This is an optimization exercise on Yosys and OpenROAD, whose aim is small area, not a production implementation. In this exercise RTL edits were held to simulation tests only and were not proved equivalent to the original. Power and IR drop assume default switching activity.

== the reference run ==
## DatapathSingleCycle
module DatapathSingleCycle (
    input             clk,
    input             rst,
    output            halt,
    output     [31:0] pc_to_imem,
    input      [31:0] inst_from_imem,
    output     [31:0] addr_to_dmem,
    input      [31:0] load_data_from_dmem,
    output     [31:0] store_data_to_dmem,
    output     [ 3:0] store_we_to_dmem,
    input             ack_from_rsa,
    output            rsa_en,
    output            mem_en
);
  wire [31:0] inst = inst_from_imem;
  wire [ 4:0] rd   = inst[11:7];
  wire [ 2:0] f3   = inst[14:12];
  wire [ 4:0] rs1  = inst[19:15];
  wire [ 4:0] rs2  = inst[24:20];
  wire [4:0] opc = inst[6:2];
  wire is_load   = (opc == 5'b00000);
  wire is_store  = (opc == 5'b01000);
  wire is_branch = (opc == 5'b11000);
  wire is_jalr   = (opc == 5'b11001);
  wire is_jal    = (opc == 5'b11011);
  wire is_opimm  = (opc == 5'b00100);
  wire is_op     = (opc == 5'b01100);
  wire is_auipc  = (opc == 5'b00101);
  wire is_lui    = (opc == 5'b01101);
  wire is_sys    = (opc == 5'b11100);
  wire is_alu    = is_op | is_opimm;
  genvar gi;
  reg  [31:0]  pc;
  reg  [991:0] rfq;    
  assign pc_to_imem = pc;
  wire [31:1] sel1, sel2, sel_rd;
  generate
    for (gi = 1; gi < 32; gi = gi + 1) begin : dec_
      assign sel1[gi]   = (rs1 == gi);
      assign sel2[gi]   = (rs2 == gi);
      assign sel_rd[gi] = (rd == gi);
    end
  endgenerate
  wire [31:0] rs1_data, rs2_data;
  rf_read rp1 (.q(rfq), .sel(sel1), .data(rs1_data));
  rf_read rp2 (.q(rfq), .sel(sel2), .data(rs2_data));
  wire        use_rs2 = is_op | is_branch;
  wire        do_sub  = is_branch | (is_alu & (f3[2:1] == 2'b01)) |
                        (is_op & (f3 == 3'b000) & inst[30]);
  wire [31:0] imm_is  = {{21{inst[31]}}, inst[30:25],
                         is_store ? inst[11:7] : inst[24:20]};
  ...
export LEC_CHECK = 0
export CAP_MARGIN = 20
export CORE_MARGIN = 2
export CORE_UTILIZATION = 50
export PLACE_DENSITY = 0.65
export SETUP_SLACK_MARGIN = 0.3
export SLEW_MARGIN = 20
export SYNTH_HIERARCHICAL = 1
create_clock -name core_clock -period 12.0 [get_ports {clk}]
standard.sh (not shown) runs the stock make flow with config.mk's settings and CLKGATE_MAP_FILE= SYNTH_SCRIPT=/design/flow/synth_recipe.tcl, a recipe that flattens the netlist after the stock synthesis.
==> flow/flow/run.sh <==
#!/bin/bash
set -euo pipefail
cd "$(dirname "$0")/.."
export BUFFER_PORTS_ARGS="-buffer_cell sky130_fd_sc_hd__buf_2"
export CTS_ARGS="-sink_clustering_enable -repair_clock_nets -dont_use_dummy_load -sink_clustering_size 15 -sink_clustering_max_diameter 60 -buf_list sky130_fd_sc_hd__clkbuf_8"
bash standard.sh > standard.log 2>&1
Edits applied to the flow inputs when going from the reference run to the trial run:
==> flow/flow/run.sh <==
#!/bin/bash
set -euo pipefail
cd "$(dirname "$0")/.."
export BUFFER_PORTS_ARGS="-buffer_cell sky130_fd_sc_hd__buf_2"
export CTS_ARGS="-sink_clustering_enable -repair_clock_nets -dont_use_dummy_load -sink_clustering_size 25 -sink_clustering_max_diameter 80 -buf_list sky130_fd_sc_hd__clkbuf_16"
bash standard.sh > standard.log 2>&1
[summary]
- Going from the reference run to the trial run, number of H-tree levels shrinks by 1.
- Going from the reference run to the trial run, area overhead of the layout relative to synthesis neither gained nor lost much, post-route total power picked up an extra about 1.2%, worst hold slack neither gained nor lost much, post-layout utilization of the core neither gained nor lost much.
- Between the reference run and the trial run, first-iteration DRC count decreased.
- Between the trial run and the reference run, it is the trial run whose wire length is lower, by about 0.34%.
- Via count of the first global-routing pass, the trial run and the reference run: higher on the reference run
- [the trial run] switching part of the total fell 0.90 points relative to the reference run
- On final standard cell count with taps included and fillers excluded: the trial run sits below the reference run.

---

DatapathSingleCycle again, from the RTL that the note above started with.
==> flow/config.mk <==
export PLATFORM = sky130hd
export DESIGN_NAME = DatapathSingleCycle
export DESIGN_NICKNAME = DatapathSingleCycle
export VERILOG_FILES = /design/flow/design.v
export SDC_FILE = /design/flow/constraint.sdc
export NUM_CORES = 4
export LEC_CHECK = 0
export CAP_MARGIN = 20
export CORE_MARGIN = 2
export CORE_UTILIZATION = 40
export PLACE_DENSITY = 0.6
export SETUP_SLACK_MARGIN = 0.2
export SLEW_MARGIN = 20
export SYNTH_HIERARCHICAL = 1
==> flow/constraint.sdc <==
create_clock -name core_clock -period 12.0 [get_ports {clk}]
set_input_delay 2.4000 -clock core_clock [delete_from_list [all_inputs] [get_ports {clk}]]
set_output_delay 2.4000 -clock core_clock [all_outputs]
set_load 0.01 [all_outputs]
run.sh (not shown) runs the stock make flow with config.mk's settings and CLKGATE_MAP_FILE= SYNTH_SCRIPT=/design/flow/synth_recipe.tcl, a recipe that flattens the netlist after the stock synthesis.
Stock flow here: none of the scripts above is used.
Then changed:
==> flow/flow/run.sh (new file) <==
#!/bin/bash
set -euo pipefail
cd "$(dirname "$0")/.."
export BUFFER_PORTS_ARGS="-buffer_cell sky130_fd_sc_hd__buf_2"
export CTS_ARGS="-sink_clustering_enable -repair_clock_nets -dont_use_dummy_load -sink_clustering_size 15 -sink_clustering_max_diameter 60 -buf_list sky130_fd_sc_hd__clkbuf_8"
bash standard.sh > standard.log 2>&1
==> flow/standard.sh (new file) <==
#!/bin/bash
# synth_recipe.tcl (not shown) runs the flow's synth.tcl, then flattens the netlist and writes it again
# the make line also repeats each setting of config.mk as NAME=value (left out here)
make -C /OpenROAD-flow-scripts/flow DESIGN_CONFIG=/design/flow/config.mk WORK_HOME=/design/flow/orfs CLKGATE_MAP_FILE= SYNTH_SCRIPT=/design/flow/synth_recipe.tcl "${@:-finish}"
- CORE_UTILIZATION: 40 -> 60
- PLACE_DENSITY: 0.6 -> 0.72
- SETUP_SLACK_MARGIN: 0.2 -> 0.3
removed: flow/run.sh
Area after synthesis stays the same.
Power falls by about 22%.
Worst setup slack gains 170 ps.

[re-timing with driven ports]
The flow's constraints put no driver on any port. The routed layouts listed below were extracted and timed again, unchanged, in two steps. Step 1 (the two cells are an assumption about what drives the block):
set clk [get_ports {clk}]
set_driving_cell -lib_cell sky130_fd_sc_hd__clkbuf_16 $clk
set_driving_cell -lib_cell sky130_fd_sc_hd__buf_2 [delete_from_list [all_inputs] $clk]
Step 2 adds t to the input delays and takes it off the output delays; t is the mean of the earliest and latest rising clock arrival at the registers after step 1. Input paths then give back, and output paths get back, about the clock's delay inside the block. a / b / c = no drivers / after step 1 / after step 2; a / b = the first two.
run	t, ns	setup slack, ns	hold slack, ns	worst setup path at the end	worst register clock-pin slew, ns
the reference run	0.858	0.711 / 0.674 / 0.674	0.500 / 0.500 / 0.500	input to output	0.10 / 0.10
the trial run	0.733	0.409 / 0.371 / 0.371	0.500 / 0.500 / 0.500	input to output	0.11 / 0.11
the first run of note 2	0.800	0.308 / 0.283 / 0.283	0.498 / 0.498 / 0.498	input to output	0.08 / 0.08
the second run of note 2	0.819	0.482 / 0.456 / 0.456	0.502 / 0.502 / 0.502	input to output	0.10 / 0.10
After both steps setup and hold are still met in every run listed. The setup slack of the trial run, which loses most, moves by -0.038 ns with the drivers and by -0.038 ns with both steps.
